Background: an optimization exercise with open tools, aiming at small area and few clock cycles. Do not read the settings as production practice. RTL that was checked went through simulation tests only; none was proved equivalent to the original. Only the layout flow was run in runs 2 to 4 and 7; the RTL was not checked for function there. Power figures rest on the tool's default switching activity, not on a simulated workload.

--- design/flow/config.mk ---
export PLATFORM = sky130hd
export DESIGN_NAME = F
export DESIGN_NICKNAME = F
export VERILOG_FILES = /design/flow/design.v
export SDC_FILE = /design/flow/constraint.sdc
export NUM_CORES = 4
export LEC_CHECK = 0
export CAP_MARGIN = 20
export CORE_MARGIN = 2
export CORE_UTILIZATION = 40
export SLEW_MARGIN = 20
--- design/flow/constraint.sdc ---
create_clock -name core_clock -period 8.0 [get_ports {clk}]
set_input_delay 1.6000 -clock core_clock [delete_from_list [all_inputs] [get_ports {clk}]]
set_output_delay 1.6000 -clock core_clock [all_outputs]
set_load 0.01 [all_outputs]
--- design/flow/design.v ---
module BUFFER(input [DATA_WIDTH-1:0] data_in,
					input clk,
					input ce,
					input rst,
					output [DATA_WIDTH-1:0] data_out
);
parameter DATA_DEPTH = 4;
parameter DATA_WIDTH = 32;
reg [DATA_DEPTH-1:0] shift_reg [DATA_WIDTH-1:0];
genvar i;
generate
	for (i=0; i < DATA_WIDTH; i=i+1) begin: buffer
		always @(posedge clk) begin
			if (rst==1'b1) begin
				shift_reg[i] <= 0;
			end else begin
				if (ce) begin
					if (DATA_DEPTH<2) begin
						shift_reg[i] <= data_in[i];
					end else begin
						shift_reg[i] <= {shift_reg[i][DATA_DEPTH-2:0], data_in[i]};
					end
				end
			end
		end
		assign data_out[i] = shift_reg[i][DATA_DEPTH-1:DATA_DEPTH-1];
	end
endgenerate
endmodule
`timescale 1ns / 1ps
module F(
    input empty,
    input [15:0] iu,
    input [15:0] iv,
    input [15:0] offset,
    input [PRECISION-1:0] indatar,
    input [PRECISION-1:0] indatai,
    output read,
    output valid,
    output [15:0] gind,
    output [15:0] cind,
    output [PRECISION-1:0] outdatar,
    output [PRECISION-1:0] outdatai,
    input clk,
    input rst
    );
	parameter PRECISION = 32;
	parameter GSIZE = 32;
	parameter SUPPORT = 7;
	parameter SSIZE = 2*SUPPORT+1;
	reg [3:0] k;	 
	wire last = (k == SSIZE - 1);
	always @(posedge clk)
		if (rst)
			k <= 0;
		else if (!empty)
			k <= last ? 4'd0 : k + 4'd1;
	wire [34:0] prod = offset * 35'h8889;
	assign valid = !empty;
	assign read = !empty && last;
	assign gind = GSIZE * (iv + k) + iu - SUPPORT;
	assign cind = prod[34:19] + k;
	assign outdatar = indatar;
	assign outdatai = indatai;
endmodule
--- design/flow/run.sh ---
#!/bin/bash
# synth_recipe.tcl (not shown) runs the flow's synth.tcl, then flattens the netlist and writes it again
# the make line also repeats each setting of config.mk as NAME=value (left out here)
make -C /OpenROAD-flow-scripts/flow DESIGN_CONFIG=/design/flow/config.mk WORK_HOME=/design/flow/orfs CLKGATE_MAP_FILE= SYNTH_SCRIPT=/design/flow/synth_recipe.tcl finish
==> results of run 1 <==
==> worst max-delay path, delay by kind of cell <==
kind            cells  cell delay [ps]
fa+ha+maj           7             2280
simple gates        9             1610
buf+inv             6              590
xor+xnor            2              250
compound gates      2              180
==> synthesized netlist by cell type (3+ instances only) <==
master	n	share of area
ha_1	129	0.35
inv_1	84	0.068
buf_4	66	0.11
a21oi_1	33	0.036
nor2_1	26	0.021
o21ai_0	22	0.024
xnor2_1	22	0.041
fa_1	21	0.090
xor2_1	20	0.038
nor3_1	17	0.018
nand3_1	16	0.017
nand2_1	15	0.012
a21o_1	12	0.019
a211oi_1	5	0.0081
nand4_1	5	0.0067
nor2b_1	5	0.0067
and3_1	4	0.0054
dfxtp_1	4	0.017
mux2i_1	4	0.0086
o21bai_1	4	0.0065
buf_2	3	0.0032
nor4_1	3	0.0040
==> metal layers <==
metal	vias up	part of all wire
li1	2095	-
met1	1974	0.42
met2	91	0.51
met3	33	0.051
met4	0	0.022
met5	-	0
==> cell type report <==
class,instances,area (µm²),area share
clock buffers,3,75.1,0.0118
inverters,84,315,0.0495
multi-input cells,405,4230,0.663
flip-flops and latches,4,80.1,0.0126
well taps,143,179,0.0281
repair buffers,175,1500,0.235
==> stage by stage <==
step	util	instance area (µm²)	TNS, ps	power (W)	hold slack, ps
final	0.560	6370	-156	0.00158	641
after global routing	0.560	6370	-1490	0.00172	675
after CTS	0.546	6210	-221	0.00152	640
after detailed placement	0.513	5840	-10250	0.00133	603
after global placement	0.513	5840	-9400	0.00130	584
after floorplan	-	4810	0	0.000833	538
==> power breakdown <==
part	internal, W	leakage [nW]	switching [W]
combinational	0.000789	3.13	0.000690
clock	0.0000640	0.0370	0.0000160
sequential	0.0000211	0.0326	0.00000231
==> final timing paths <==
| path | start | end | slack (ps) |
|---|---|---|---|
| worst max-delay path | offset[1] | cind[9] | -120 |
| worst min-delay path | k[0] | k[1] | 640 |
| worst max register to register | k[1] | k[3] | 6700 |
| worst min register to register | k[0] | k[1] | 640 |
==> cell families after synthesis <==
kind of cell / count (synthesis) / synth area share
xor gates and xnor gates: 42 / 0.0792
other: 1 / 0.000807
AOI/OAI and AO/OA: 96 / 0.138
buffers and inverters: 156 / 0.181
and+or+nand+nor: 110 / 0.135
muxes: 5 / 0.0110
DFF: 4 / 0.0172
adders and majority gates: 150 / 0.438
==> what timing repair did <==
action / CTS / global route
resized for setup: 105 / 36
buffers inserted: 13 / 6
endpoints found under the setup margin: 13 / 10
pin swaps: 52 / 16
==> reports/results.txt, run 1 <==
Via count: 4193
Worst slack, placed: -1200 ps
Post-Layout Cell Count: 814
Largest regs: k (4)
Net count, final: 938
Yosys warns: 1
# fillers: 1013
Min Tclk post-route: 8120 ps
Final hold viol count: 0
Worst Path Arrival: 6520 ps
Global-route usage over all layers: 0.172
Final WL: 11300 µm
Die W: 112 µm
CP endpoint kind: primary output
Number of port buffers: 77
LEAKAGE: 3.20 nW
Worst EP required: 6400 ps
RSZ-0062 raised after global routing: true
CTS clock-pin slew for the worst setup and hold paths: 30 ps
Layout check failures: setup timing
Global route overflow: 0
Final WS setup: -115 ps
Count of different cell masters after synthesis: 57
Die Span Y: 112 µm
Commonest non-fill, non-tap cells in the layout: ha_1 (102), buf_4 (94), inv_1 (77)
Core area: 11400 µm²
FFs w/ async S/R, synth: 0
Post-Syn Area: 4650 µm²
Max reg flops: 4
Row cnt: 39
Avg Vias per Cell: 5.15
# DRC: 0
Tcrit/Tclk final: 1.01
WL/cell: 13.9 µm
Longest Clk Path Bufs: 2
Max Clk Rate: 0.123 GHz
R2R depth: 4
Crit path launch type: primary input
Main synth FF type: dfxtp_1
CP dominant cell by count: ha_4
CTS Buf Count: 3
Critical setup path kind: in2out
Global-route wire length before repair: 18100 µm
Pwr dens: 248 nW/µm²
Largest Register: k
H-tree depth: 1
Seq/Total Area, Yosys: 0.0172
Initial antenna violation count: 0
Syn avg cell area: 8.24 µm²
Hold Crit Depth: 2
Status: finished with violations
Ports: 213
Post-synth EDFFs: 0
Max-cap viol count: 0
Worst-Skew Late Latency: 230 ps
Delay of the slowest critical-path stage: 520 ps
CP max stage cell: fa_1
Layout cells sized above 1: 0.297
First-pass DRT Iterations: 4
Largest net degree at the start of global routing: 10
Die ar.: 12500 µm²
TritonCTS clock tree: built
Routability cong.: 0.837
Vias in the first global route: 4093
Seq cells post-synth: 4
CTS sink cnt: 4
Met2 usage in global routing: 0.318
DPL Wire Length: 9520 µm
Worst min path class: reg2reg
Setup violations, final: 2
Hold-fix buffers, CTS: 0
Final Max Tran Viols: 0
Placed cells: 793
M3 GR Usage: 0.0201
Global-route layer with the greatest usage: met2
VDD IR max: 0.000178 V
Most common cell after layout, fill and taps aside: ha_1
Synth Instances: 564
Layout area overhead: 37.1%
Worst Skew: 4.11 ps
Clk Tree Root Cell: clkbuf_16
First DRT Iteration DRCs: 109
GR met1 Demand/Resource: 0.210
Antenna diodes: 0
Worst-path maximum fanout: 6
Starting density of the core: 0.409
Routed Antenna Nets: 0
Testbench counts, summed over its fixed seeds: cycles 21,630.
==> run 2, diff against run 1 <==
--- a/design/flow/design.v
+++ b/design/flow/design.v
@@ -56,9 +56,14 @@
 		else if (!empty)
 			k <= last ? 4'd0 : k + 4'd1;
-	wire [34:0] prod = offset * 35'h8889;
+	wire [3:0] n0 = offset[3:0], n1 = offset[7:4], n2 = offset[11:8], n3 = offset[15:12];
+	wire [4:0] a = n2 + n3;
+	wire [5:0] b = n1 + a;
+	wire [5:0] s = n0 + b;		 
+	wire [2:0] c = (s >= 15) + (s >= 30) + (s >= 45) + (s >= 60);
+	wire [5:0] lo = b + c + k;	 
 	assign valid = !empty;
 	assign read = !empty && last;
 	assign gind = GSIZE * (iv + k) + iu - SUPPORT;
-	assign cind = prod[34:19] + k;
+	assign cind = {n3, 8'd0} + {a, 4'd0} + lo;
 	assign outdatar = indatar;
 	assign outdatai = indatai;
==> reports/results.txt, run 2 <==
Status: finished with violations (unchanged)
Layout check failures: setup timing (unchanged)
Post-Synth Simple-Gate Area: 0.0950 (was 0.135)
Count of different cell masters after synthesis: 44 (was 57)
Longest Clk Path Bufs: 2 (unchanged)
First-pass DRT Iterations: 4 (unchanged)
Worst min path class: reg2reg (unchanged)
Core area: 6790 µm² (was 11400 µm²)
LEAKAGE: 1.90 nW (was 3.20 nW)
Avg Vias per Cell: 4.81 (was 5.15)
Die Span Y: 87.7 µm (was 112 µm)
Most frequent cell after synthesis: buf_4 (was ha_1)
Pint: 0.000650 W (was 0.000874 W)
Tcrit/Tclk final: 1.16 (was 1.01)
Global-route usage over all layers: 0.177 (was 0.172)
Crit-path leading delay family: adder cells (unchanged)
Die ar.: 7700 µm² (was 12500 µm²)
Placed standard-cell area: 3510 µm² (was 5840 µm²)
Global route overflow: 0 (unchanged)
Max Clk Rate: 0.107 GHz (was 0.123 GHz)
CP max stage cell: fa_2 (was fa_1)
Min Tclk post-route: 9310 ps (was 8120 ps)
Placed cells: 491 (was 793)
Antenna diodes: 0 (unchanged)
Switching share of power: 0.419 (was 0.448)
Worst-Skew Late Latency: 220 ps (was 230 ps)
Most common cell after layout, fill and taps aside: clkdlybuf4s50_1 (was ha_1)
Total Power: 0.00112 W (was 0.00158 W)
Delay of the slowest critical-path stage: 590 ps (was 520 ps)
CTS clock-pin slew for the worst setup and hold paths: 30 ps (about the same)
Post-route cell area: 3870 µm² (was 6370 µm²)
DPL Wire Length: 6090 µm (was 9520 µm)
Setup crit start: offset[12] (was offset[1])
Largest net degree at the start of global routing: 10 (unchanged)
Main area contributors after synthesis: ha_1 (26%), buf_4 (18%), xnor2_1 (8.1%) (was ha_1 (35%), buf_4 (11%), fa_1 (9.0%))
Logic pwr share: 0.939 (was 0.935)
Ports: 213 (unchanged)
Vias in the first global route: 2392 (was 4093)
Worst Skew: 2.75 ps (was 4.11 ps)
Crit path to: cind[10] (was cind[9])
Worst Path Arrival: 7710 ps (was 6520 ps)
Net Switching: 0.000469 W (was 0.000708 W)
Pwr dens: 289 nW/µm² (was 248 nW/µm²)
RSZ-0062 raised after global routing: true (unchanged)
Synth Instances: 356 (was 564)
Power share of the sequential group: 0.021 (was 0.015)
Worst EP required: 6400 ps (about the same)
Post-Layout Cell Count: 517 (was 814)
Seq/Total Area, Yosys: 0.0285 (was 0.0172)
Fraction of the mapped netlist area in adder cells: 0.316 (was 0.438)
Yosys warns: 1 (unchanged)
Crit path launch type: primary input (unchanged)
Worst slack, placed: -2140 ps (was -1200 ps)
H-tree depth: 1 (unchanged)
Max-cap viol count: 0 (unchanged)
CP endpoint kind: primary output (unchanged)
Row cnt: 30 (was 39)
Synth Area in Compound Gates: 0.158 (was 0.138)
Die W: 87.7 µm (was 112 µm)
Final Max Tran Viols: 0 (unchanged)
Routed Antenna Nets: 0 (unchanged)
Largest family of logic cells by synthesized area: adder cells (unchanged)
Global-route wire length before repair: 10800 µm (was 18100 µm)
Final TNS setup: -11150 ps (was -156 ps)
Initial antenna violation count: 0 (unchanged)
Largest Register: k (unchanged)
RR Startpoint: k[1] (unchanged)
Post-synth top area share: 0.259 (was 0.347)
Number of port buffers: 76 (was 77)
FFs w/ async S/R, synth: 0 (unchanged)
Post-synthesis xor/xnor area fraction: 0.140 (was 0.0792)
Top post-synthesis cells by count: buf_4 (67), ha_1 (58), inv_1 (54), xnor2_1 (26), a21oi_1 (21) (was ha_1 (129), inv_1 (84), buf_4 (66), a21oi_1 (33), nor2_1 (26))
Clk Tree Root Cell: clkbuf_8 (was clkbuf_16)
Starting density of the core: 0.413 (was 0.409)
Routability cong.: 0.881 (was 0.837)
# DRC: 0 (unchanged)
Main synth FF type: dfxtp_1 (unchanged)
Syn avg cell area: 7.88 µm² (was 8.24 µm²)
Reg2reg end: k[3] (unchanged)
Commonest non-fill, non-tap cells in the layout: clkdlybuf4s50_1 (58), ha_1 (50), inv_1 (48), buf_4 (48), xor2_1 (19) (was ha_1 (102), buf_4 (94), inv_1 (77))
First DRT Iteration DRCs: 65 (was 109)
Yosys top cell by area: ha_1 (unchanged)
Via count: 2489 (was 4193)
TritonCTS clock tree: built (unchanged)
Post-synth EDFFs: 0 (unchanged)
Worst-path maximum fanout: 4 (was 6)
Final WL: 7190 µm (was 11300 µm)
Worst path depth: 30 (was 26)
R2R depth: 3 (was 4)
Hold-fix buffers, CTS: 0 (unchanged)
Mux cell area share after synthesis: 0.00758 (was 0.0110)
Layout cells sized above 1: 0.292 (was 0.297)
Max reg flops: 4 (unchanged)
Critical setup path kind: in2out (unchanged)
R2R setup slack: 6760 ps (was 6700 ps)
Crit path buffers/inverters: 6 (unchanged)
# fillers: 632 (was 1013)
Setup violations, final: 11 (was 2)
VDD IR max: 0.000372 V (was 0.000178 V)
CTS Buf Count: 3 (unchanged)
Net count, final: 604 (was 938)
Post-Syn Area: 2810 µm² (was 4650 µm²)
Final hold viol count: 0 (unchanged)
WL/cell: 13.9 µm (about the same)
Largest regs: k (4) (unchanged)
Layout area overhead: 38.0% (was 37.1%)
CTS sink cnt: 4 (unchanged)
Final WS setup: -1310 ps (was -115 ps)
Seq cells post-synth: 4 (unchanged)
Clock power share: 0.040 (was 0.051)
[run 2: cell types whose count changed after synthesis, sizes merged, moves of 6 or more]
cell,before,now
nand4,7,1
a21oi,34,25
nor3,19,5
inv,84,54
nor2,26,14
o21ai,22,12
nand3,16,2
ha,129,58
fa,21,8
[run 2: through the flow]
| stage | util | hold slack [ps] |
|---|---|---|
| 3_5_place_dp | 0.516 | 582 |
| 3_3_place_gp | 0.516 | 562 |
| 6_report | 0.570 | 592 |
| 5_1_grt | 0.570 | 623 |
| 2_1_floorplan | - | 517 |
| 4_1_cts | 0.553 | 587 |
[run 2: layer usage]
layer / global-route usage / vias to the layer above / share of wire
met5: 0 / - / 0
met4: 0.0811 / 0 / 0.039
met3: 0.0264 / 29 / 0.068
met2: 0.329 / 75 / 0.51
met1: 0.197 / 1137 / 0.38
li1: - / 1248 / -
[run 2: worst min path at each step]
| stage | startpoint | to | slack [ps] | cells after the start |
|---|---|---|---|---|
| CTS | k[1] | k[1] | 590 | 2 |
| global route | k[1] | k[1] | 620 | 2 |
| finish | k[1] | k[1] | 590 | 2 |
| global placement | k[1] | k[1] | 560 | 2 |
| detailed placement | k[1] | k[1] | 580 | 2 |
| floorplan | k[1] | k[1] | 520 | 2 |
[run 2: power groups by stage]
stage	Combinational (W)	Sequential (W)	Clock, W
2_1_floorplan	0.000520	0.0000225	0
3_3_place_gp	0.000861	0.0000237	0
3_5_place_dp	0.000865	0.0000238	0
4_1_cts	0.000994	0.0000235	0.0000455
5_1_grt	0.00115	0.0000238	0.0000461
6_report	0.00105	0.0000235	0.0000448
[run 2: logic make-up after synthesis]
group / count (synthesis)
buffers and inverters: 122
adders and majority gates: 66
DFF: 4
xor gates and xnor gates: 45
other: 1
AOI/OAI and AO/OA: 65
muxes: 2
and+or+nand+nor: 51
[run 2: layout make-up]
type,instances,area [µm²],area share
repair buffers,128,1120,0.290
multi-input cells,232,2300,0.596
well taps,96,120,0.0310
inverters,54,203,0.0524
flip-flops and latches,4,80.1,0.0207
clock buffers,3,41.3,0.0107
[run 2: tightest hold or removal path, stage by stage, from the launching register on]
cell and delay (ps):
dfxtp_1 370, o21ai_0 100, a21oi_1 60
[run 2: what timing repair did]
action                                  CTS  global route
buffers inserted                         18             5
endpoints found under the setup margin   13            12
resized for setup                        80            18
pin swaps                                36            24
==> run 3, diff against run 2 <==
==> design/flow/flow/run.sh (new file) <==
#!/bin/bash
bash standard.sh > standard.log 2>&1
==> design/flow/standard.sh (new file) <==
#!/bin/bash
# synth_recipe.tcl (not shown) runs the flow's synth.tcl, then flattens the netlist and writes it again
# the make line also repeats each setting of config.mk as NAME=value (left out here)
make -C /OpenROAD-flow-scripts/flow DESIGN_CONFIG=/design/flow/config.mk WORK_HOME=/design/flow/orfs CLKGATE_MAP_FILE= SYNTH_SCRIPT=/design/flow/synth_recipe.tcl "${@:-finish}"
removed: design/flow/run.sh
==> reports/results.txt, run 3 <==
RSZ-0062 raised after global routing: true (unchanged)
Largest regs: k (4) (unchanged)
Global-route usage over all layers: 0.177 (unchanged)
First DRT Iteration DRCs: 65 (unchanged)
Routed Antenna Nets: 0 (unchanged)
Worst hold slack: 592 ps (unchanged)
Largest net degree at the start of global routing: 10 (unchanged)
Ports: 213 (unchanged)
Most frequent cell after synthesis: buf_4 (unchanged)
Worst-Skew Late Latency: 220 ps (about the same)
Worst EP required: 6400 ps (about the same)
Row cnt: 30 (unchanged)
Yosys top cell by area: ha_1 (unchanged)
Post-synth EDFFs: 0 (unchanged)
Yosys warns: 1 (unchanged)
DPL Wire Length: 6090 µm (unchanged)
WL/cell: 13.9 µm (unchanged)
Max-cap viol count: 0 (unchanged)
Clk Tree Root Cell: clkbuf_8 (unchanged)
TritonCTS clock tree: built (unchanged)
Seq cells post-synth: 4 (unchanged)
Layout area overhead: 38.0% (unchanged)
CTS Buf Count: 3 (unchanged)
Worst Path Arrival: 7710 ps (about the same)
Post-Syn Area: 2810 µm² (unchanged)
LEAKAGE: 1.90 nW (unchanged)
Worst min path class: reg2reg (unchanged)
Vias in the first global route: 2392 (unchanged)
Largest Register: k (unchanged)
Final hold viol count: 0 (unchanged)
Post-synth top area share: 0.259 (unchanged)
Worst-path maximum fanout: 4 (unchanged)
Routability cong.: 0.881 (unchanged)
Power share of the sequential group: 0.021 (about the same)
Critical setup path kind: in2out (unchanged)
CTS clock-pin slew for the worst setup and hold paths: 30 ps (about the same)
Layout cells sized above 1: 0.292 (unchanged)
Commonest non-fill, non-tap cells in the layout: clkdlybuf4s50_1 (58), ha_1 (50), inv_1 (48), buf_4 (48), xor2_1 (19) (unchanged)
CP max stage cell: fa_2 (unchanged)
Delay of the slowest critical-path stage: 590 ps (about the same)
Pint: 0.000650 W (unchanged)
Post-route cell area: 3870 µm² (unchanged)
Max reg flops: 4 (unchanged)
Synth Instances: 356 (unchanged)
Top post-synthesis cells by count: buf_4 (67), ha_1 (58), inv_1 (54), xnor2_1 (26), a21oi_1 (21) (unchanged)
Post-Layout Cell Count: 517 (unchanged)
VDD IR max: 0.000372 V (unchanged)
Count of different cell masters after synthesis: 44 (unchanged)
Final WS setup: -1310 ps (unchanged)
Final TNS setup: -11150 ps (unchanged)
Die ar.: 7700 µm² (unchanged)
CP endpoint kind: primary output (unchanged)
Setup violations, final: 11 (unchanged)
Worst Skew: 2.75 ps (unchanged)
Placed standard-cell area: 3510 µm² (unchanged)
Net Switching: 0.000469 W (unchanged)
Main area contributors after synthesis: ha_1 (26%), buf_4 (18%), xnor2_1 (8.1%) (unchanged)
Final WL: 7190 µm (unchanged)
Most common cell after layout, fill and taps aside: clkdlybuf4s50_1 (unchanged)
FFs w/ async S/R, synth: 0 (unchanged)
H-tree depth: 1 (unchanged)
Placed cells: 491 (unchanged)
Status: finished with violations (unchanged)
Tcrit/Tclk final: 1.16 (unchanged)
Min Tclk post-route: 9310 ps (unchanged)
Logic pwr share: 0.939 (about the same)
Crit path launch type: primary input (unchanged)
CTS sink cnt: 4 (unchanged)
Area of the multi-input gates: 2300 µm² (unchanged)
Layout check failures: setup timing (unchanged)
Die W: 87.7 µm (unchanged)
Avg Vias per Cell: 4.81 (unchanged)
Switching share of power: 0.419 (unchanged)
Global route overflow: 0 (unchanged)
Core area: 6790 µm² (unchanged)
Register Area: 80.1 µm² (unchanged)
Clock power share: 0.040 (about the same)
Longest Clk Path Bufs: 2 (unchanged)
First-pass DRT Iterations: 4 (unchanged)
Seq/Total Area, Yosys: 0.0285 (unchanged)
Net count, final: 604 (unchanged)
Max Clk Rate: 0.107 GHz (unchanged)
Initial antenna violation count: 0 (unchanged)
Starting density of the core: 0.413 (unchanged)
Main synth FF type: dfxtp_1 (unchanged)
Pwr dens: 289 nW/µm² (unchanged)
Global-route wire length before repair: 10800 µm (unchanged)
Syn avg cell area: 7.88 µm² (unchanged)
# fillers: 632 (unchanged)
Number of port buffers: 76 (unchanged)
Final Max Tran Viols: 0 (unchanged)
Die Span Y: 87.7 µm (unchanged)
# DRC: 0 (unchanged)
Antenna diodes: 0 (unchanged)
Final core utilization: 0.570 (unchanged)
Via count: 2489 (unchanged)
==> run 3: cell counts in the layout (fill, tap and decap cells not counted) <==
No cell type changed its count.
==> run 3: stage by stage <==
stage | setup WS (ps) | power (W)
2_1_floorplan | -833 | 0.000543
3_3_place_gp | -1960 | 0.000885
3_5_place_dp | -2140 | 0.000889
4_1_cts | -1460 | 0.00106
5_1_grt | -1590 | 0.00122
6_report | -1310 | 0.00112
==> run 3: layout make-up <==
cell class                 instances  share of cell area
multi-input combinational        232               0.596
timing repair buffer             128               0.290
inverter                          54              0.0524
tap                               96              0.0310
sequential                         4              0.0207
clock buffer                       3              0.0107
==> run 3: worst paths after layout <==
path,from,to,slack [ps],depth (start not counted)
min reg2reg,k[1],k[1],590,2
min,k[1],k[1],590,2
max,offset[12],cind[10],-1310,30
max reg2reg,k[1],k[3],6760,3
==> run 3: power groups by stage <==
stage / combinational (W) / sequential, W / clock [W]
floorplan: 0.000520 / 0.0000225 / 0
global placement: 0.000861 / 0.0000237 / 0
detailed placement: 0.000865 / 0.0000238 / 0
CTS: 0.000994 / 0.0000235 / 0.0000455
global route: 0.00115 / 0.0000238 / 0.0000461
finish: 0.00105 / 0.0000235 / 0.0000448
==> run 3: cell families after synthesis <==
group,synth area share
buf+inv,0.253
fa+ha+maj,0.316
compound gates,0.158
simple gates,0.0950
xor+xnor,0.141
flops,0.0285
mux,0.00758
other cells,0.00134
==> run 3: metal layers <==
| layer | global-route usage | vias up | share of wire |
|---|---|---|---|
| met2 | 0.329 | 75 | 0.51 |
| met1 | 0.197 | 1137 | 0.38 |
| li1 | - | 1248 | - |
| met4 | 0.0811 | 0 | 0.039 |
| met3 | 0.0264 | 29 | 0.068 |
| met5 | 0 | - | 0 |
==> run 3: worst max-delay path: cells and delay by family <==
family | cells | cell delay (ps)
AO/OA/AOI/OAI | 9 | 1510
AND/OR/NAND/NOR | 3 | 400
buffers and inverters | 6 | 740
multiplexers | 1 | 320
adder cells (fa/ha/maj) | 8 | 2780
XOR/XNOR | 3 | 340
==> run 3: timing repair <==
item / 4_1_cts / 5_1_grt
setup buffers: 18 / 5
gates resized for setup: 80 / 18
pin swaps: 36 / 24
hold buffers: 0 / 0
endpoints found under the setup margin: 13 / 12
hold endpoints to repair: 0 / 0
==> run 4, diff against run 3 <==
--- a/design/flow/design.v
+++ b/design/flow/design.v
@@ -57,13 +57,11 @@
 			k <= last ? 4'd0 : k + 4'd1;
 	wire [3:0] n0 = offset[3:0], n1 = offset[7:4], n2 = offset[11:8], n3 = offset[15:12];
-	wire [4:0] a = n2 + n3;
-	wire [5:0] b = n1 + a;
-	wire [5:0] s = n0 + b;		 
+	wire [5:0] s = n0 + n1 + n2 + n3;	 
 	wire [2:0] c = (s >= 15) + (s >= 30) + (s >= 45) + (s >= 60);
-	wire [5:0] lo = b + c + k;	 
+	wire [12:0] base = {n3, 8'd0} + {n3, 4'd0} + {n2, 4'd0} + n3 + n2 + n1 + k;
+	assign cind = {3'd0, base + c};
 	assign valid = !empty;
 	assign read = !empty && last;
 	assign gind = GSIZE * (iv + k) + iu - SUPPORT;
-	assign cind = {n3, 8'd0} + {a, 4'd0} + lo;
 	assign outdatar = indatar;
 	assign outdatai = indatai;
==> design/flow/run.sh (new file) <==
#!/bin/bash
# synth_recipe.tcl (not shown) runs the flow's synth.tcl, then flattens the netlist and writes it again
# the make line also repeats each setting of config.mk as NAME=value (left out here)
make -C /OpenROAD-flow-scripts/flow DESIGN_CONFIG=/design/flow/config.mk WORK_HOME=/design/flow/orfs CLKGATE_MAP_FILE= SYNTH_SCRIPT=/design/flow/synth_recipe.tcl finish
removed: design/flow/flow/run.sh
removed: design/flow/standard.sh
==> reports/results.txt, run 4 <==
Pwr dens: 262 nW/µm² (was 289 nW/µm²)
Net count, final: 615 (was 604)
Layout check failures: setup timing (unchanged)
Logic pwr share: 0.934 (was 0.939)
Final WL: 6630 µm (was 7190 µm)
Worst-Skew Late Latency: 220 ps (about the same)
Die ar.: 8270 µm² (was 7700 µm²)
FFs w/ async S/R, synth: 0 (unchanged)
Number of port buffers: 76 (unchanged)
RSZ-0062 raised after global routing: true (unchanged)
VDD IR max: 0.000314 V (was 0.000372 V)
Final hold viol count: 0 (unchanged)
Setup violations, final: 10 (was 11)
Worst Skew: 0.154 ps (was 2.75 ps)
Tcrit/Tclk final: 1.07 (was 1.16)
LEAKAGE: 1.91 nW (was 1.90 nW)
First DRT Iteration DRCs: 39 (was 65)
Worst EP required: 6400 ps (about the same)
DPL Wire Length: 5560 µm (was 6090 µm)
Post-Syn Area: 3020 µm² (was 2810 µm²)
Row cnt: 31 (was 30)
WL/cell: 12.8 µm (was 13.9 µm)
Antenna diodes: 0 (unchanged)
CTS sink cnt: 4 (unchanged)
Initial antenna violation count: 0 (unchanged)
Global-route wire length before repair: 10700 µm (was 10800 µm)
Largest net degree at the start of global routing: 10 (unchanged)
Clk Tree Root Cell: clkbuf_8 (unchanged)
Total Power: 0.00100 W (was 0.00112 W)
Post-synth top area share: 0.257 (was 0.259)
Commonest non-fill, non-tap cells in the layout: inv_1 (58), ha_1 (58), clkdlybuf4s50_1 (52) (was clkdlybuf4s50_1 (58), ha_1 (50), inv_1 (48), buf_4 (48), xor2_1 (19))
Die Span Y: 90.9 µm (was 87.7 µm)
Final Max Tran Viols: 0 (unchanged)
Top post-synthesis cells by count: buf_4 (67), inv_1 (66), ha_1 (62), xnor2_1 (26), a21oi_1 (20) (was buf_4 (67), ha_1 (58), inv_1 (54), xnor2_1 (26), a21oi_1 (21))
First-pass DRT Iterations: 4 (unchanged)
Net Switching: 0.000450 W (was 0.000469 W)
Global route overflow: 0 (unchanged)
Count of different cell masters after synthesis: 43 (was 44)
Largest regs: k (4) (unchanged)
Most frequent cell after synthesis: buf_4 (unchanged)
Die W: 90.9 µm (was 87.7 µm)
Post-synth EDFFs: 0 (unchanged)
Main area contributors after synthesis: ha_1 (26%), buf_4 (17%), fa_1 (13%) (was ha_1 (26%), buf_4 (18%), xnor2_1 (8.1%))
Power share of the sequential group: 0.023 (was 0.021)
# DRC: 0 (unchanged)
Worst-path maximum fanout: 3 (was 4)
Largest Register: k (unchanged)
Layout area overhead: 27.0% (was 38.0%)
Worst hold slack: 530 ps (was 592 ps)
Status: finished with violations (unchanged)
Routability cong.: 0.785 (was 0.881)
Ports: 213 (unchanged)
Core area: 7290 µm² (was 6790 µm²)
Layout cells sized above 1: 0.218 (was 0.292)
Yosys top cell by area: ha_1 (unchanged)
Vias in the first global route: 2359 (was 2392)
Routed Antenna Nets: 0 (unchanged)
Via count: 2485 (was 2489)
H-tree depth: 1 (unchanged)
TritonCTS clock tree: built (unchanged)
Switching share of power: 0.448 (was 0.419)
Seq cells post-synth: 4 (unchanged)
Syn avg cell area: 8.06 µm² (was 7.88 µm²)
Crit path launch type: primary input (unchanged)
Critical setup path kind: in2out (unchanged)
Pint: 0.000554 W (was 0.000650 W)
Max reg flops: 4 (unchanged)
Avg Vias per Cell: 4.82 (was 4.81)
Synth Instances: 375 (was 356)
Max-cap viol count: 0 (unchanged)
Max Clk Rate: 0.117 GHz (was 0.107 GHz)
Worst Path Arrival: 6960 ps (was 7710 ps)
Seq/Total Area, Yosys: 0.0265 (was 0.0285)
Main synth FF type: dfxtp_1 (unchanged)
Post-Layout Cell Count: 516 (was 517)
Min Tclk post-route: 8560 ps (was 9310 ps)
Final TNS setup: -3520 ps (was -11150 ps)
Hold-fix buffers, CTS: 0 (unchanged)
Final core utilization: 0.526 (was 0.570)
CTS clock-pin slew for the worst setup and hold paths: 30 ps (about the same)
CP endpoint kind: primary output (unchanged)
Starting density of the core: 0.414 (was 0.413)
Worst min path class: reg2reg (unchanged)
CTS Buf Count: 3 (unchanged)
Longest Clk Path Bufs: 2 (unchanged)
Clock power share: 0.043 (was 0.040)
Placed cells: 505 (was 491)
Final WS setup: -563 ps (was -1310 ps)
Global-route usage over all layers: 0.152 (was 0.177)
Yosys warns: 1 (unchanged)
-- run 4: per-stage QoR --
stage | cell area [µm²] | worst slack, ps
2_1_floorplan | 3100 | -309
3_3_place_gp | 3630 | -1500
3_5_place_dp | 3630 | -1560
4_1_cts | 3740 | -618
5_1_grt | 3840 | -766
6_report | 3840 | -563
-- run 4: cells by family (layout without fill, tap and decap cells) --
logic type / Yosys count / after routing / share of synthesized area
and+or+nand+nor: 55 / 55 / 0.0944
AOI/OAI and AO/OA: 65 / 65 / 0.144
adders and majority gates: 81 / 81 / 0.383
DFF: 4 / 4 / 0.0265
other: 1 / 3 / 0.00124
xor gates and xnor gates: 35 / 35 / 0.101
buffers and inverters: 134 / 174 / 0.250
-- run 4: critical path: stages --
cell and delay (ps):
buf_8 80, inv_4 30, fa_1 520, inv_1 50, fa_1 480, ha_2 190, inv_2 40, fa_2 540
nor3_4 50, buf_4 130, a311oi_4 300, fa_1 480, fa_1 460, fa_1 510, inv_2 50, ha_4 160
fa_2 330, a21o_1 190, a21oi_2 150, buf_4 140, o21bai_1 60, a21oi_1 150, xnor2_1 130, buf_2 150
-- run 4: power groups by stage --
stage / Sequential, W / Combinational (W) / Clock [W]
after global placement: 0.0000233 / 0.000829 / 0
after floorplan: 0.0000221 / 0.000513 / 0
after global routing: 0.0000233 / 0.00102 / 0.0000454
final: 0.0000231 / 0.000938 / 0.0000429
after detailed placement: 0.0000234 / 0.000830 / 0
after CTS: 0.0000231 / 0.000841 / 0.0000433
-- run 4: per-layer routing --
metal | global-route usage | part of all wire | wire length (µm)
met5 | 0 | 0 | 0
met4 | 0.0253 | 0.011 | 72
met3 | 0.0376 | 0.066 | 435
met2 | 0.269 | 0.48 | 3200
met1 | 0.188 | 0.44 | 2920
-- run 4: worst paths after layout --
| path | from | end | slack (ps) | cells past startpoint |
|---|---|---|---|---|
| min reg2reg | k[1] | k[1] | 530 | 2 |
| min | k[1] | k[1] | 530 | 2 |
| max | offset[5] | cind[6] | -560 | 24 |
| max reg2reg | k[1] | k[3] | 6800 | 4 |
-- run 4: area by class of cell --
type	instances	area, µm²
clock buffer	3	41.3
multi-input combinational	239	2390
tap	99	124
fill	722	3450
inverter	66	258
timing repair buffer	105	942
sequential	4	80.1
-- run 4: repair_timing --
item | CTS | global route
setup endpoints to repair | 13 | 13
resized for setup | 99 | 14
pin swaps | 34 | 18
endpoints found under the hold margin | 0 | 0
setup buffers | 5 | 4
==> run 5, diff against run 4 <==
--- a/design/flow/design.v
+++ b/design/flow/design.v
@@ -59,6 +59,6 @@
 	wire [5:0] s = n0 + n1 + n2 + n3;	 
 	wire [2:0] c = (s >= 15) + (s >= 30) + (s >= 45) + (s >= 60);
-	wire [12:0] base = {n3, 8'd0} + {n3, 4'd0} + {n2, 4'd0} + n3 + n2 + n1 + k;
-	assign cind = {3'd0, base + c};
+	wire [12:0] q = {n3, 8'd0} + {n3, 4'd0} + {n2, 4'd0} + n3 + n2 + n1 + k + c;
+	assign cind = {3'd0, q};
 	assign valid = !empty;
 	assign read = !empty && last;
==> reports/results.txt, run 5 <==
Layout check failures: setup timing (unchanged)
Hold endpoint: k[1] (unchanged)
Commonest non-fill, non-tap cells in the layout: inv_1 (59), ha_1 (58), clkdlybuf4s50_1 (51) (was inv_1 (58), ha_1 (58), clkdlybuf4s50_1 (52))
Most frequent cell after synthesis: buf_4 (unchanged)
VDD IR max: 0.000375 V (was 0.000314 V)
Avg Vias per Cell: 4.84 (was 4.82)
Max-cap viol count: 0 (unchanged)
First DRT Iteration DRCs: 21 (was 39)
RSZ-0062 raised after global routing: true (unchanged)
Syn avg cell area: 8.18 µm² (was 8.06 µm²)
Max reg flops: 4 (unchanged)
Via count: 2538 (was 2485)
# fillers: 707 (was 722)
# DRC: 0 (unchanged)
FFs w/ async S/R, synth: 0 (unchanged)
Yosys warns: 1 (unchanged)
R2R depth: 4 (unchanged)
CP max stage cell: fa_1 (was fa_2)
Starting density of the core: 0.416 (was 0.414)
Hold wc startpoint: k[1] (unchanged)
Core area: 7330 µm² (was 7290 µm²)
Worst-path maximum fanout: 4 (was 3)
First-pass DRT Iterations: 4 (unchanged)
Final WS setup: -685 ps (was -563 ps)
Largest regs: k (4) (unchanged)
RR Startpoint: k[1] (unchanged)
Yosys top cell by area: ha_1 (unchanged)
Max Clk Rate: 0.115 GHz (was 0.117 GHz)
Main area contributors after synthesis: ha_1 (25%), buf_4 (16%), fa_1 (12%) (was ha_1 (26%), buf_4 (17%), fa_1 (13%))
Number of port buffers: 76 (unchanged)
Pwr dens: 269 nW/µm² (was 262 nW/µm²)
Worst Path Arrival: 7090 ps (was 6960 ps)
GR met1 Demand/Resource: 0.191 (was 0.188)
Reg2reg end: k[3] (unchanged)
WL/cell: 12.7 µm (was 12.8 µm)
Routed Antenna Nets: 0 (unchanged)
Hold-fix buffers, CTS: 0 (unchanged)
Hold Crit Depth: 2 (unchanged)
Clk Tree Root Cell: clkbuf_8 (unchanged)
Die W: 91.3 µm (was 90.9 µm)
Status: finished with violations (unchanged)
Global route overflow: 0 (unchanged)
Critical setup path kind: in2out (unchanged)
Row cnt: 31 (unchanged)
R2R setup slack: 6730 ps (was 6800 ps)
Layout area overhead: 28.7% (was 27.0%)
Final WL: 6630 µm (about the same)
Seq cells post-synth: 4 (unchanged)
Worst min path class: reg2reg (unchanged)
Synth Instances: 373 (was 375)
Crit path launch type: primary input (unchanged)
Count of different cell masters after synthesis: 43 (unchanged)
Layout cells sized above 1: 0.259 (was 0.218)
Post-synth EDFFs: 0 (unchanged)
Die Span Y: 91.3 µm (was 90.9 µm)
CTS clock-pin slew for the worst setup and hold paths: 30 ps (about the same)
Post-Syn Area: 3050 µm² (was 3020 µm²)
LEAKAGE: 1.98 nW (was 1.91 nW)
Crit-path leading delay family: adder cells (unchanged)
Final TNS setup: -6190 ps (was -3520 ps)
Crit path buffers/inverters: 7 (was 8)
CP endpoint kind: primary output (unchanged)
Antenna diodes: 0 (unchanged)
Main synth FF type: dfxtp_1 (unchanged)
Vias in the first global route: 2550 (was 2359)
Global-route layer with the greatest usage: met2 (unchanged)
Initial antenna violation count: 0 (unchanged)
CP dominant cell by count: fa_1 (unchanged)
Global-route usage over all layers: 0.159 (was 0.152)
Post-synth top area share: 0.254 (was 0.257)
CTS sink cnt: 4 (unchanged)
Min Tclk post-route: 8690 ps (was 8560 ps)
Worst Skew: 1.28 ps (was 0.154 ps)
Post-route cell area: 3930 µm² (was 3840 µm²)
Delay of the slowest critical-path stage: 570 ps (was 540 ps)
Slew @ Worst Pin: 543 ps
Placed standard-cell area: 3710 µm² (was 3630 µm²)
Die ar.: 8340 µm² (was 8270 µm²)
CTS Buf Count: 3 (unchanged)
Final hold viol count: 0 (unchanged)
Tcrit/Tclk final: 1.09 (was 1.07)
Final Max Tran Viols: 0 (unchanged)
Ports: 213 (unchanged)
Top post-synthesis cells by count: buf_4 (67), inv_1 (66), ha_1 (62), xnor2_1 (21), fa_1 (19) (was buf_4 (67), inv_1 (66), ha_1 (62), xnor2_1 (26), a21oi_1 (20))
Setup violations, final: 11 (was 10)
H-tree depth: 1 (unchanged)
Global-route wire length before repair: 11200 µm (was 10700 µm)
M3 GR Usage: 0.0282 (was 0.0376)
Longest Clk Path Bufs: 2 (unchanged)
Worst EP required: 6400 ps (about the same)
Seq/Total Area, Yosys: 0.0263 (was 0.0265)
DPL Wire Length: 5560 µm (about the same)
Net count, final: 623 (was 615)
Most common cell after layout, fill and taps aside: inv_1
Largest net degree at the start of global routing: 10 (unchanged)
Largest Register: k (unchanged)
Worst-Skew Late Latency: 210 ps (was 220 ps)
TritonCTS clock tree: built (unchanged)
Met2 usage in global routing: 0.289 (was 0.269)
Routability cong.: 0.875 (was 0.785)
Slew HR: 0.635
Worst slack, placed: -1570 ps (was -1560 ps)
-- run 5: cell count changes in the layout (fill, tap and decap cells not counted), sizes merged, moves of 3 or more --
cell,before,now
a211oi,1,5
a21o,8,11
a21oi,21,16
and3,5,1
buf,44,54
nor2,14,18
o21ai,13,10
xnor2,26,21
xor2,9,12
-- run 5: worst max path at each step --
stage              start  slack, ps  cells after the start        to
2_1_floorplan  offset[1]       -260                     22  cind[10]
3_3_place_gp   offset[1]      -1510                     24  cind[10]
3_5_place_dp   offset[1]      -1570                     24  cind[10]
4_1_cts        offset[5]       -670                     24  cind[12]
5_1_grt        offset[1]       -900                     25  cind[12]
6_report       offset[1]       -690                     25  cind[12]
-- run 5: through the flow --
step                power [W]  instances  utilization  hold WS [ps]
CTS                  0.000978        521        0.527           539
detailed placement   0.000857        508        0.506           534
finish                0.00106        524        0.536           539
global placement     0.000854        508        0.506           519
global route          0.00116        524        0.536           564
floorplan            0.000539        375            -           493
-- run 5: power breakdown --
part           switching [W]  internal, W   total, W
sequential        0.00000199    0.0000211  0.0000231
clock              0.0000103    0.0000321  0.0000423
combinational       0.000453     0.000539   0.000992
total               0.000465     0.000592    0.00106
-- run 5: repair_timing --
item | 4_1_cts | 5_1_grt
gates resized for setup | 101 | 15
pin swaps | 42 | 23
endpoints found under the setup margin | 13 | 13
buffers inserted | 12 | 4
-- run 5: cells by family (layout without fill, tap and decap cells) --
kind of cell	Yosys count	in the layout	synth area share
buf+inv	134	184	0.247
fa+ha+maj	81	81	0.379
compound gates	63	63	0.152
simple gates	57	57	0.0993
xor+xnor	33	33	0.0948
flops	4	4	0.0263
other cells	1	3	0.00123
-- run 5: worst register-to-register path, delay by kind of cell (launching register included) --
kind,cells,cell delay (ps)
AOI/OAI and AO/OA,2,390
buffers and inverters,1,120
DFF,1,370
and+or+nand+nor,1,290
-- run 5: per-layer routing --
layer / routed length (µm) / part of all wire
met2: 3310 / 0.50
met3: 362 / 0.055
met1: 2880 / 0.43
met4: 87 / 0.013
met5: 0 / 0
-- run 5: cell type report --
class                   count  area (µm²)  share of cell area
well taps                  99         124              0.0315
inverters                  66         255              0.0650
flip-flops and latches      4        80.1              0.0204
repair buffers            115        1010               0.258
multi-input cells         237        2410               0.614
clock buffers               3        41.3              0.0105
Testbench counts of run 5, summed over its fixed seeds: cycles 21,630.
==> run 6, diff against run 5 <==
--- a/design/flow/config.mk
+++ b/design/flow/config.mk
@@ -6,4 +6,5 @@
 export NUM_CORES = 4
 export LEC_CHECK = 0
+export ABC_AREA = 1
 export CAP_MARGIN = 20
 export CORE_MARGIN = 2
==> reports/results.txt, run 6 <==
Status: finished with violations (unchanged)
Layout check failures: setup timing (unchanged)
CP max stage cell: fa_1 (unchanged)
CP endpoint kind: primary output (unchanged)
Highest routed layer: met4 (unchanged)
Placed standard-cell area: 4060 µm² (was 3710 µm²)
Vias in the first global route: 3318 (was 2550)
Commonest non-fill, non-tap cells in the layout: nand2_1 (112), inv_1 (101), ha_1 (59) (was inv_1 (59), ha_1 (58), clkdlybuf4s50_1 (51))
Tcrit/Tclk final: 1.03 (was 1.09)
Max Clk Rate: 0.122 GHz (was 0.115 GHz)
FFs w/ async S/R, synth: 0 (unchanged)
Post-Syn Area: 3470 µm² (was 3050 µm²)
Layout area overhead: 23.6% (was 28.7%)
Clock power share: 0.044 (was 0.040)
Met1 WL: 3680 µm (was 2880 µm)
Switching share of power: 0.505 (was 0.440)
Routability cong.: 0.911 (was 0.875)
Delay of the slowest critical-path stage: 540 ps (was 570 ps)
CTS clock-pin slew for the worst setup and hold paths: 30 ps (about the same)
Global-route wire length before repair: 14500 µm (was 11200 µm)
Final WS setup: -226 ps (was -685 ps)
H-tree depth: 1 (unchanged)
Row cnt: 34 (was 31)
Largest regs: k (4) (unchanged)
Critical setup path kind: in2out (unchanged)
Layout cells sized above 1: 0.181 (was 0.259)
Crit path launch type: primary input (unchanged)
VDD IR max: 0.000213 V (was 0.000375 V)
Die W: 97.2 µm (was 91.3 µm)
Crit-path leading delay family: adder cells (unchanged)
Worst Path Arrival: 6630 ps (was 7090 ps)
TritonCTS clock tree: built (unchanged)
First DRT Iteration DRCs: 83 (was 21)
Final WL: 8800 µm (was 6630 µm)
WL/cell: 12.7 µm (about the same)
Synth Instances: 539 (was 373)
Number of port buffers: 76 (unchanged)
Die Span Y: 97.2 µm (was 91.3 µm)
Initial antenna violation count: 0 (unchanged)
Antenna diodes: 0 (unchanged)
Pint: 0.000489 W (was 0.000592 W)
Min Tclk post-route: 8230 ps (was 8690 ps)
DR WL met3: 503 µm (was 362 µm)
RR Startpoint: k[1] (unchanged)
LEAKAGE: 2.42 nW (was 1.98 nW)
R2R depth: 5 (was 4)
Most common cell after layout, fill and taps aside: nand2_1 (was inv_1)
Setup crit start: offset[5] (was offset[1])
Top post-synthesis cells by count: nand2_1 (119), inv_1 (111), buf_4 (67), ha_1 (62), nor2_1 (44) (was buf_4 (67), inv_1 (66), ha_1 (62), xnor2_1 (21), fa_1 (19))
Total Power: 0.000988 W (was 0.00106 W)
# DRC: 0 (unchanged)
Max-cap viol count: 0 (unchanged)
CTS Buf Count: 3 (unchanged)
Hold wc startpoint: k[0] (was k[1])
Global-route usage over all layers: 0.181 (was 0.159)
Die ar.: 9450 µm² (was 8340 µm²)
CP dominant cell by count: fa_1 (unchanged)
Core area: 8550 µm² (was 7330 µm²)
Count of different cell masters after synthesis: 29 (was 43)
Max reg flops: 4 (unchanged)
Seq cells post-synth: 4 (unchanged)
Yosys warns: 1 (unchanged)
RSZ-0062 raised after global routing: true (unchanged)
Net Switching: 0.000499 W (was 0.000465 W)
Ports: 213 (unchanged)
Longest Clk Path Bufs: 2 (unchanged)
Hold Crit Depth: 2 (unchanged)
Avg Vias per Cell: 4.78 (was 4.84)
Pwr dens: 230 nW/µm² (was 269 nW/µm²)
First-pass DRT Iterations: 4 (unchanged)
Worst min path class: reg2reg (unchanged)
DPL Wire Length: 7570 µm (was 5560 µm)
Most frequent cell after synthesis: nand2_1 (was buf_4)
Net count, final: 784 (was 623)
Worst Skew: 2.43 ps (was 1.28 ps)
Final hold viol count: 0 (unchanged)
Syn avg cell area: 6.45 µm² (was 8.18 µm²)
# fillers: 866 (was 707)
Post-route cell area: 4300 µm² (was 3930 µm²)
Routed met2 length: 4300 µm (was 3310 µm)
Post-synth EDFFs: 0 (unchanged)
Worst-Skew Late Latency: 220 ps (was 210 ps)
Final Max Tran Viols: 0 (unchanged)
Main area contributors after synthesis: ha_1 (22%), buf_4 (14%), nand2_1 (13%) (was ha_1 (25%), buf_4 (16%), fa_1 (12%))
CTS sink cnt: 4 (unchanged)
Yosys top cell by area: ha_1 (unchanged)
Power share of the sequential group: 0.023 (was 0.022)
Worst-path maximum fanout: 3 (was 4)
Worst path depth: 26 (was 25)
R2R setup slack: 6730 ps (about the same)
Starting density of the core: 0.406 (was 0.416)
Setup violations, final: 8 (was 11)
Routed Antenna Nets: 0 (unchanged)
Global route overflow: 0 (unchanged)
Crit path buffers/inverters: 6 (was 7)
Main synth FF type: dfxtp_1 (unchanged)
Worst EP required: 6400 ps (about the same)
Largest Register: k (unchanged)
Clk Tree Root Cell: clkbuf_8 (unchanged)
Via count: 3315 (was 2538)
Post-synth top area share: 0.223 (was 0.254)
Largest net degree at the start of global routing: 8 (was 10)
Seq/Total Area, Yosys: 0.0230 (was 0.0263)
Logic pwr share: 0.934 (was 0.938)
run 6: changes by cell type after synthesis, sizes merged, moves of 4 or more:
cell,previous run,this run
nand2,10,124
inv,66,112
nor2,18,46
a21o,11,2
nand4,3,11
o21a,4,0
nand3,8,34
xnor2,21,4
nor3,7,3
a211oi,5,0
run 6: layout make-up:
cell class                 count  area [µm²]  area share
tap                          108         135      0.0315
inverter                     112         425      0.0990
clock buffer                   3        41.3     0.00961
timing repair buffer         109         966       0.225
multi-input combinational    358        2650       0.616
sequential                     4        80.1      0.0186
run 6: timing repair:
item	in CTS	in global routing
gates resized for setup	104	25
pin swaps	24	23
gates cloned	0	0
endpoints found under the setup margin	13	13
buffers inserted	8	3
hold buffers	0	0
run 6: through the flow:
step                      setup WS [ps]  utilization  hold slack, ps  instances  setup TNS (ps)
final                              -226        0.502             593        694           -1120
after global routing               -403        0.502             643        694           -3260
after CTS                          -375        0.489             591        692           -2540
after detailed placement          -1210        0.474             587        681          -12180
after global placement            -1070        0.474             583        681          -10610
after floorplan                    11.2            -             519        541               0
run 6: cells by family (layout without fill, tap and decap cells):
group | count (synthesis) | count (layout) | synth area share
adder cells (fa/ha/maj) | 81 | 81 | 0.333
flip-flops | 4 | 4 | 0.0230
other | 1 | 3 | 0.00108
XOR/XNOR | 18 | 18 | 0.0454
AO/OA/AOI/OAI | 34 | 34 | 0.0555
AND/OR/NAND/NOR | 222 | 222 | 0.277
buffers and inverters | 179 | 224 | 0.266
run 6: worst reg2reg max path, stage by stage (launching register included):
cell and delay, ps:
dfxtp_1 390, inv_1 120, nor2_1 180, nand3_1 150, o21ai_0 240, nor3_1 70
run 6: final timing paths:
kind / to
max: cind[6]
min: k[0]
max reg2reg: k[0]
min reg2reg: k[0]
run 6: power groups by stage:
stage / Clock (W) / Combinational (W) / Sequential [W]
after floorplan: 0 / 0.000479 / 0.0000222
after global placement: 0 / 0.000810 / 0.0000226
after detailed placement: 0 / 0.000820 / 0.0000226
after CTS: 0.0000438 / 0.000851 / 0.0000224
after global routing: 0.0000457 / 0.00102 / 0.0000225
final: 0.0000432 / 0.000922 / 0.0000224
run 6: layer usage:
metal | vias up | track usage
met5 | - | 0
met4 | 0 | 0.0748
met2 | 111 | 0.319
met1 | 1466 | 0.215
li1 | 1700 | -
met3 | 38 | 0.0331
==> run 7, diff against run 6 <==
--- a/design/flow/design.v
+++ b/design/flow/design.v
@@ -57,11 +57,13 @@
 			k <= last ? 4'd0 : k + 4'd1;
 	wire [3:0] n0 = offset[3:0], n1 = offset[7:4], n2 = offset[11:8], n3 = offset[15:12];
-	wire [5:0] s = n0 + n1 + n2 + n3;	 
+	wire [4:0] a = n2 + n3;
+	wire [5:0] b = n1 + a;
+	wire [5:0] s = n0 + b;		 
 	wire [2:0] c = (s >= 15) + (s >= 30) + (s >= 45) + (s >= 60);
-	wire [12:0] q = {n3, 8'd0} + {n3, 4'd0} + {n2, 4'd0} + n3 + n2 + n1 + k + c;
-	assign cind = {3'd0, q};
+	wire [5:0] lo = b + c + k;	 
 	assign valid = !empty;
 	assign read = !empty && last;
 	assign gind = GSIZE * (iv + k) + iu - SUPPORT;
+	assign cind = {n3, 8'd0} + {a, 4'd0} + lo;
 	assign outdatar = indatar;
 	assign outdatai = indatai;
==> design/flow/flow/run.sh (new file) <==
#!/bin/bash
# Standard layout, but synthesis keeps adders as plain gates for ABC (no
# full/half-adder cells) and uses ABC's area script.
bash standard.sh ADDER_MAP_FILE= ABC_AREA=1 finish > standard.log 2>&1
==> design/flow/standard.sh (new file) <==
#!/bin/bash
# synth_recipe.tcl (not shown) runs the flow's synth.tcl, then flattens the netlist and writes it again
# the make line also repeats each setting of config.mk as NAME=value (left out here)
make -C /OpenROAD-flow-scripts/flow DESIGN_CONFIG=/design/flow/config.mk WORK_HOME=/design/flow/orfs CLKGATE_MAP_FILE= SYNTH_SCRIPT=/design/flow/synth_recipe.tcl "${@:-finish}"
--- a/design/flow/config.mk
+++ b/design/flow/config.mk
@@ -6,5 +6,4 @@
 export NUM_CORES = 4
 export LEC_CHECK = 0
-export ABC_AREA = 1
 export CAP_MARGIN = 20
 export CORE_MARGIN = 2
removed: design/flow/run.sh
==> reports/results.txt, run 7 <==
Status: finished clean (was finished with violations)
Final TNS setup: 0 ps (was -1120 ps)
Largest Register: k (unchanged)
Worst-path maximum fanout: 6 (was 3)
Global-route usage over all layers: 0.154 (was 0.181)
RSZ-0062 raised after global routing: false (was true)
Setup Fix Bufs, Post-CTS: 0 (was 8)
Longest Clk Path Bufs: 2 (unchanged)
# fillers: 766 (was 866)
Seq/Total Area, Yosys: 0.0282 (was 0.0230)
Net Switching: 0.000233 W (was 0.000499 W)
Global route overflow: 0 (unchanged)
Count of different cell masters after synthesis: 43 (was 29)
Register Area: 80.1 µm² (unchanged)
Placed cells: 617 (was 681)
Largest regs: k (4) (unchanged)
Global-route wire length before repair: 9970 µm (was 14500 µm)
Clk Tree Root Cell: clkbuf_8 (unchanged)
Worst-Skew Late Latency: 220 ps (about the same)
Row cnt: 30 (was 34)
Number of port buffers: 76 (unchanged)
Post-synth EDFFs: 0 (unchanged)
Final WL: 6140 µm (was 8800 µm)
Worst min path class: reg2reg (unchanged)
First DRT Iteration DRCs: 66 (was 83)
Power share of the sequential group: 0.046 (was 0.023)
FFs w/ async S/R, synth: 0 (unchanged)
Post-Layout Cell Count: 620 (was 694)
Most frequent cell after synthesis: nand2_1 (unchanged)
Layout cells sized above 1: 0.135 (was 0.181)
Hold-fix buffers, CTS: 0 (unchanged)
DPL Wire Length: 5540 µm (was 7570 µm)
Worst EP required: 6400 ps (about the same)
Avg Vias per Cell: 4.48 (was 4.78)
Main synth FF type: dfxtp_1 (unchanged)
Syn avg cell area: 5.55 µm² (was 6.45 µm²)
LEAKAGE: 1.76 nW (was 2.42 nW)
First-pass DRT Iterations: 4 (unchanged)
Top post-synthesis cells by count: nand2_1 (127), inv_1 (83), buf_4 (67), nor2_1 (59), xor2_1 (28) (was nand2_1 (119), inv_1 (111), buf_4 (67), ha_1 (62), nor2_1 (44))
Routability cong.: 0.829 (was 0.911)
Critical setup path kind: in2out (unchanged)
Tcrit/Tclk final: 0.931 (was 1.03)
Synth Instances: 512 (was 539)
TritonCTS clock tree: built (unchanged)
Max Clk Rate: 0.134 GHz (was 0.122 GHz)
Max reg flops: 4 (unchanged)
Pint: 0.000251 W (was 0.000489 W)
Worst Path Arrival: 5850 ps (was 6630 ps)
Max-cap viol count: 0 (unchanged)
Core area: 6830 µm² (was 8550 µm²)
Worst Skew: 5.00 ps (was 2.43 ps)
Post-synth top area share: 0.177 (was 0.223)
Die Span Y: 88.3 µm (was 97.2 µm)
Starting density of the core: 0.416 (was 0.406)
Area of the multi-input gates: 1930 µm² (was 2650 µm²)
Die ar.: 7790 µm² (was 9450 µm²)
Pwr dens: 149 nW/µm² (was 230 nW/µm²)
CP max stage cell: clkdlybuf4s50_1 (was fa_1)
H-tree depth: 1 (unchanged)
Worst hold slack: 575 ps (was 593 ps)
Via count: 2776 (was 3315)
Switching share of power: 0.481 (was 0.505)
Delay of the slowest critical-path stage: 590 ps (was 540 ps)
VDD IR max: 0.0000532 V (was 0.000213 V)
Most common cell after layout, fill and taps aside: nand2_1 (unchanged)
Post-Syn Area: 2840 µm² (was 3470 µm²)
CTS Buf Count: 3 (unchanged)
Setup violations, final: 0 (was 8)
Ports: 213 (unchanged)
Min Tclk post-route: 7450 ps (was 8230 ps)
WL/cell: 9.91 µm (was 12.7 µm)
Antenna diodes: 0 (unchanged)
CTS clock-pin slew for the worst setup and hold paths: 30 ps (about the same)
CTS sink cnt: 4 (unchanged)
Net count, final: 641 (was 784)
Vias in the first global route: 2422 (was 3318)
Crit path launch type: primary input (unchanged)
CP dominant cell by count: nand3_2 (was fa_1)
Commonest non-fill, non-tap cells in the layout: nand2_1 (127), inv_1 (83), clkdlybuf4s50_1 (76) (was nand2_1 (112), inv_1 (101), ha_1 (59))
Routed Antenna Nets: 0 (unchanged)
Initial antenna violation count: 0 (unchanged)
Largest net degree at the start of global routing: 10 (was 8)
Layout area overhead: 14.7% (was 23.6%)
# DRC: 0 (unchanged)
Main area contributors after synthesis: buf_4 (18%), nand2_1 (17%), inv_1 (11%) (was ha_1 (22%), buf_4 (14%), nand2_1 (13%))
Final Max Tran Viols: 0 (unchanged)
Resized Gates After CTS: 0 (was 104)
CP endpoint kind: primary output (unchanged)
Seq cells post-synth: 4 (unchanged)
Yosys top cell by area: buf_4 (was ha_1)
Die W: 88.3 µm (was 97.2 µm)
Final hold viol count: 0 (unchanged)
Yosys warns: 1 (unchanged)
Clock power share: 0.088 (was 0.044)
Logic pwr share: 0.866 (was 0.934)
[run 7: stage by stage]
stage / instance area (µm²) / power [W] / utilization / setup WS [ps]
3_5_place_dp: 3220 / 0.000446 / 0.471 / 504
2_1_floorplan: 2850 / 0.000322 / - / 1920
5_1_grt: 3260 / 0.000536 / 0.477 / 3.77
6_report: 3260 / 0.000485 / 0.477 / 550
4_1_cts: 3260 / 0.000492 / 0.477 / 475
3_3_place_gp: 3220 / 0.000442 / 0.471 / 571
[run 7: logic make-up after synthesis]
family | count (synthesis) | share of synthesized area
compound gates | 37 | 0.0859
xor+xnor | 35 | 0.111
fa+ha+maj | 1 | 0.00352
buf+inv | 157 | 0.296
flops | 4 | 0.0282
other cells | 1 | 0.00132
simple gates | 277 | 0.474
[run 7: path summary, 6_finish.rpt]
| path | startpoint | to | cells after the start | slack (ps) |
|---|---|---|---|---|
| worst max-delay path | offset[13] | cind[12] | 31 | 550 |
| worst min-delay path | k[2] | k[2] | 2 | 580 |
| worst max register to register | k[1] | k[2] | 5 | 6800 |
| worst min register to register | k[2] | k[2] | 2 | 580 |
[run 7: per-layer routing]
metal	up-vias	GRT usage	share of wire
li1	1509	-	-
met1	1147	0.178	0.41
met2	82	0.267	0.46
met3	38	0.0308	0.077
met4	0	0.0799	0.045
met5	-	0	0
[run 7: power by group through the flow]
stage | combinational, W | clock, W | sequential, W
2_1_floorplan | 0.000300 | 0 | 0.0000216
3_3_place_gp | 0.000419 | 0 | 0.0000226
3_5_place_dp | 0.000423 | 0 | 0.0000226
4_1_cts | 0.000425 | 0.0000446 | 0.0000223
5_1_grt | 0.000467 | 0.0000466 | 0.0000225
6_report | 0.000420 | 0.0000425 | 0.0000223
[run 7: critical path: cells and delay by family]
family,cells,cell delay [ps]
AO/OA/AOI/OAI,3,460
XOR/XNOR,1,180
buffers and inverters,3,1190
AND/OR/NAND/NOR,24,2380
[run 7: cell type report]
type,count,share of cell area
Timing Repair Buffer,76,0.233
Clock buffer,3,0.0127
Inverter,88,0.101
Tap cell,96,0.0369
Sequential cell,4,0.0246
Multi-Input combinational cell,353,0.591
==> run 8, diff against run 7 <==
--- a/design/flow/design.v
+++ b/design/flow/design.v
@@ -57,13 +57,15 @@
 			k <= last ? 4'd0 : k + 4'd1;
 	wire [3:0] n0 = offset[3:0], n1 = offset[7:4], n2 = offset[11:8], n3 = offset[15:12];
-	wire [4:0] a = n2 + n3;
-	wire [5:0] b = n1 + a;
-	wire [5:0] s = n0 + b;		 
-	wire [2:0] c = (s >= 15) + (s >= 30) + (s >= 45) + (s >= 60);
-	wire [5:0] lo = b + c + k;	 
+	wire [5:0] t = n1 + n2 + n3;		 
+	wire [5:0] s = t + n0;			 
+	wire [1:0] sh = s[5:4];
+	wire [3:0] sl = s[3:0];
+	wire e = (sl + sh >= 15);
+	wire [5:0] l = t + k + sh + e;		 
+	wire [8:0] u = {n3, n3} + n2;		 
+	assign cind = {3'd0, u + l[5:4], l[3:0]};
 	assign valid = !empty;
 	assign read = !empty && last;
 	assign gind = GSIZE * (iv + k) + iu - SUPPORT;
-	assign cind = {n3, 8'd0} + {a, 4'd0} + lo;
 	assign outdatar = indatar;
 	assign outdatai = indatai;
==> reports/results.txt, run 8 <==
Status: finished clean (unchanged)
WL/cell: 9.72 µm (was 9.91 µm)
Max-cap viol count: 0 (unchanged)
Routed Antenna Nets: 0 (unchanged)
# DRC: 0 (unchanged)
Hold endpoint: k[0] (was k[2])
Avg Vias per Cell: 4.57 (was 4.48)
Syn avg cell area: 5.39 µm² (was 5.55 µm²)
Layout area overhead: 14.7% (about the same)
Final Max Tran Viols: 0 (unchanged)
Largest net degree at the start of global routing: 8 (was 10)
Number of port buffers: 76 (unchanged)
Clk Tree Root Cell: clkbuf_8 (unchanged)
Slew @ Worst Pin: 579 ps
Ports: 213 (unchanged)
Longest Clk Path Bufs: 2 (unchanged)
Antenna diodes: 0 (unchanged)
Global-route wire length before repair: 10100 µm (was 9970 µm)
Yosys top cell by area: nand2_1 (was buf_4)
Largest regs: k (4) (unchanged)
Worst-Skew Late Latency: 230 ps (was 220 ps)
DPL Wire Length: 5180 µm (was 5540 µm)
Seq cells post-synth: 4 (unchanged)
First DRT Iteration DRCs: 36 (was 66)
Largest Register: k (unchanged)
Final WL: 5900 µm (was 6140 µm)
CP endpoint kind: primary output (unchanged)
FFs w/ async S/R, synth: 0 (unchanged)
Seq/Total Area, Yosys: 0.0290 (was 0.0282)
Setup violations, final: 0 (unchanged)
Hold-fix buffers, CTS: 0 (unchanged)
RR Startpoint: k[3] (was k[1])
Core area: 6760 µm² (was 6830 µm²)
Post-synth EDFFs: 0 (unchanged)
Global-route usage over all layers: 0.159 (was 0.154)
Post-synth top area share: 0.193 (was 0.177)
Die Span Y: 87.1 µm (was 88.3 µm)
Setup crit start: offset[12] (was offset[13])
Slew HR: 0.609
Main area contributors after synthesis: nand2_1 (19%), buf_4 (18%), inv_1 (12%) (was buf_4 (18%), nand2_1 (17%), inv_1 (11%))
Commonest non-fill, non-tap cells in the layout: nand2_1 (142), inv_1 (86), clkdlybuf4s50_1 (76) (was nand2_1 (127), inv_1 (83), clkdlybuf4s50_1 (76))
Hold Crit Depth: 2 (unchanged)
Starting density of the core: 0.409 (was 0.416)
Max Clk Rate: 0.143 GHz (was 0.134 GHz)
Setup Fix Bufs, Post-CTS: 0 (unchanged)
CTS clock-pin slew for the worst setup and hold paths: 30 ps (about the same)
Most common cell after layout, fill and taps aside: nand2_1 (unchanged)
Main synth FF type: dfxtp_1 (unchanged)
Layout cells sized above 1: 0.121 (was 0.135)
Via count: 2774 (was 2776)
Hold wc startpoint: k[0] (was k[2])
R2R setup slack: 6590 ps (was 6800 ps)
RSZ-0062 raised after global routing: false (unchanged)
Net count, final: 644 (was 641)
Reg2reg end: k[2] (unchanged)
Final hold viol count: 0 (unchanged)
Routability cong.: 0.808 (was 0.829)
Worst Skew: 6.12 ps (was 5.00 ps)
Top post-synthesis cells by count: nand2_1 (142), inv_1 (86), buf_4 (67), nor2_1 (66) (was nand2_1 (127), inv_1 (83), buf_4 (67), nor2_1 (59), xor2_1 (28))
H-tree depth: 1 (unchanged)
First-pass DRT Iterations: 4 (unchanged)
Final TNS setup: 0 ps (unchanged)
Worst slack, placed: 948 ps (was 504 ps)
Worst min path class: reg2reg (unchanged)
Vias in the first global route: 2544 (was 2422)
TritonCTS clock tree: built (unchanged)
Total Power: 0.000452 W (was 0.000485 W)
R2R depth: 5 (unchanged)
Max reg flops: 4 (unchanged)
Initial antenna violation count: 0 (unchanged)
Global route overflow: 0 (unchanged)
Post-Syn Area: 2760 µm² (was 2840 µm²)
Most frequent cell after synthesis: nand2_1 (unchanged)
Min Tclk post-route: 7010 ps (was 7450 ps)
Tcrit/Tclk final: 0.876 (was 0.931)
Pwr dens: 143 nW/µm² (was 149 nW/µm²)
Resized Gates After CTS: 0 (unchanged)
Die W: 87.1 µm (was 88.3 µm)
Yosys warns: 1 (unchanged)
Count of different cell masters after synthesis: 36 (was 43)
Worst EP required: 6400 ps (about the same)
LEAKAGE: 1.79 nW (was 1.76 nW)
VDD IR max: 0.0000983 V (was 0.0000532 V)
Final WS setup: 992 ps (was 550 ps)
CTS Buf Count: 3 (unchanged)
CTS sink cnt: 4 (unchanged)
Worst Path Arrival: 5410 ps (was 5850 ps)
Worst-path maximum fanout: 4 (was 6)
Die ar.: 7590 µm² (was 7790 µm²)
Synth Instances: 513 (was 512)
Row cnt: 30 (unchanged)
Crit path launch type: primary input (unchanged)
Critical setup path kind: in2out (unchanged)
-- run 8: cell count changes after synthesis, moves of 3 or more --
cell,previous run,this run
nand3_1,27,18
inv_1,83,86
nand2_4,3,0
inv_2,4,7
nor2_2,2,5
nand2_1,127,142
nor2_1,59,66
o21ai_1,3,0
nand2_2,27,23
o21ai_0,8,3
xor2_1,28,23
nand3_2,17,14
xnor2_1,6,9
-- run 8: worst max path at each step --
stage,slack (ps),end,cells past startpoint
2_1_floorplan,2340,cind[12],27
3_3_place_gp,990,cind[11],28
3_5_place_dp,950,cind[11],28
4_1_cts,940,cind[11],28
5_1_grt,580,cind[8],32
6_report,990,cind[11],28
-- run 8: kinds of logic (layout without fill, tap and decap cells) --
| logic type | Yosys count | in the layout | share of synthesized area |
|---|---|---|---|
| buffers and inverters | 160 | 172 | 0.308 |
| XOR/XNOR | 33 | 33 | 0.107 |
| AND/OR/NAND/NOR | 285 | 285 | 0.480 |
| flip-flops | 4 | 4 | 0.0290 |
| AO/OA/AOI/OAI | 30 | 30 | 0.0743 |
| other | 1 | 3 | 0.00136 |
-- run 8: cell type report --
cell class	count	area [µm²]
multi-input cells	351	1840
fillers	753	3590
clock buffers	3	41.3
flip-flops and latches	4	80.1
repair buffers	76	761
well taps	80	100
inverters	93	349
-- run 8: per-layer routing --
metal / GRT usage / routed length (µm) / up-vias / part of all wire
li1: - / - / 1499 / -
met1: 0.183 / 2680 / 1162 / 0.45
met2: 0.278 / 2610 / 106 / 0.44
met3: 0.0578 / 523 / 7 / 0.089
met4: 0.0420 / 82 / 0 / 0.014
met5: 0 / 0 / - / 0
-- run 8: through the flow --
step	hold WS [ps]	instance area, µm²	util	std cells
after floorplan	498	2770	-	515
after global placement	521	3130	0.463	604
after detailed placement	526	3130	0.463	604
after CTS	532	3170	0.469	607
after global routing	544	3170	0.469	607
final	535	3170	0.469	607
-- run 8: where the power goes --
part           internal, W  leakage (nW)  switching (W)
Clock            0.0000322        0.0216      0.0000124
Combinational     0.000182          1.74       0.000203
Sequential       0.0000209        0.0327     0.00000110
Total             0.000235          1.79       0.000217
-- run 8: critical path, cell delays in order --
cell	delay (ps)
clkdlybuf4s50_1	530
inv_2	100
o21ai_2	190
nand3_1	200
nand3_2	160
nand3_2	90
nand2_2	80
nand2_2	40
nand2_1	100
nand3_2	100
nand2_2	110
nand2_2	80
a21oi_4	160
nand2_1	90
nand2_2	70
nand3_2	100
o21ai_2	200
nand2_2	80
nand3_2	80
nand3_2	80
nand2_2	100
nand3_4	90
o21ai_4	200
nand2_2	90
nand2_1	70
nand2_1	50
nand2_1	50
clkdlybuf4s50_1	530
Testbench counts of run 8, summed over its fixed seeds: cycles 21,630.

Setup slack of run 8, layout unchanged: 0.992 ns with ideal ports, 0.967 ns with driving cells assumed (clock clkbuf_16, inputs buf_2), 0.967 ns with port delays also shifted by the 0.248 ns mid clock arrival.
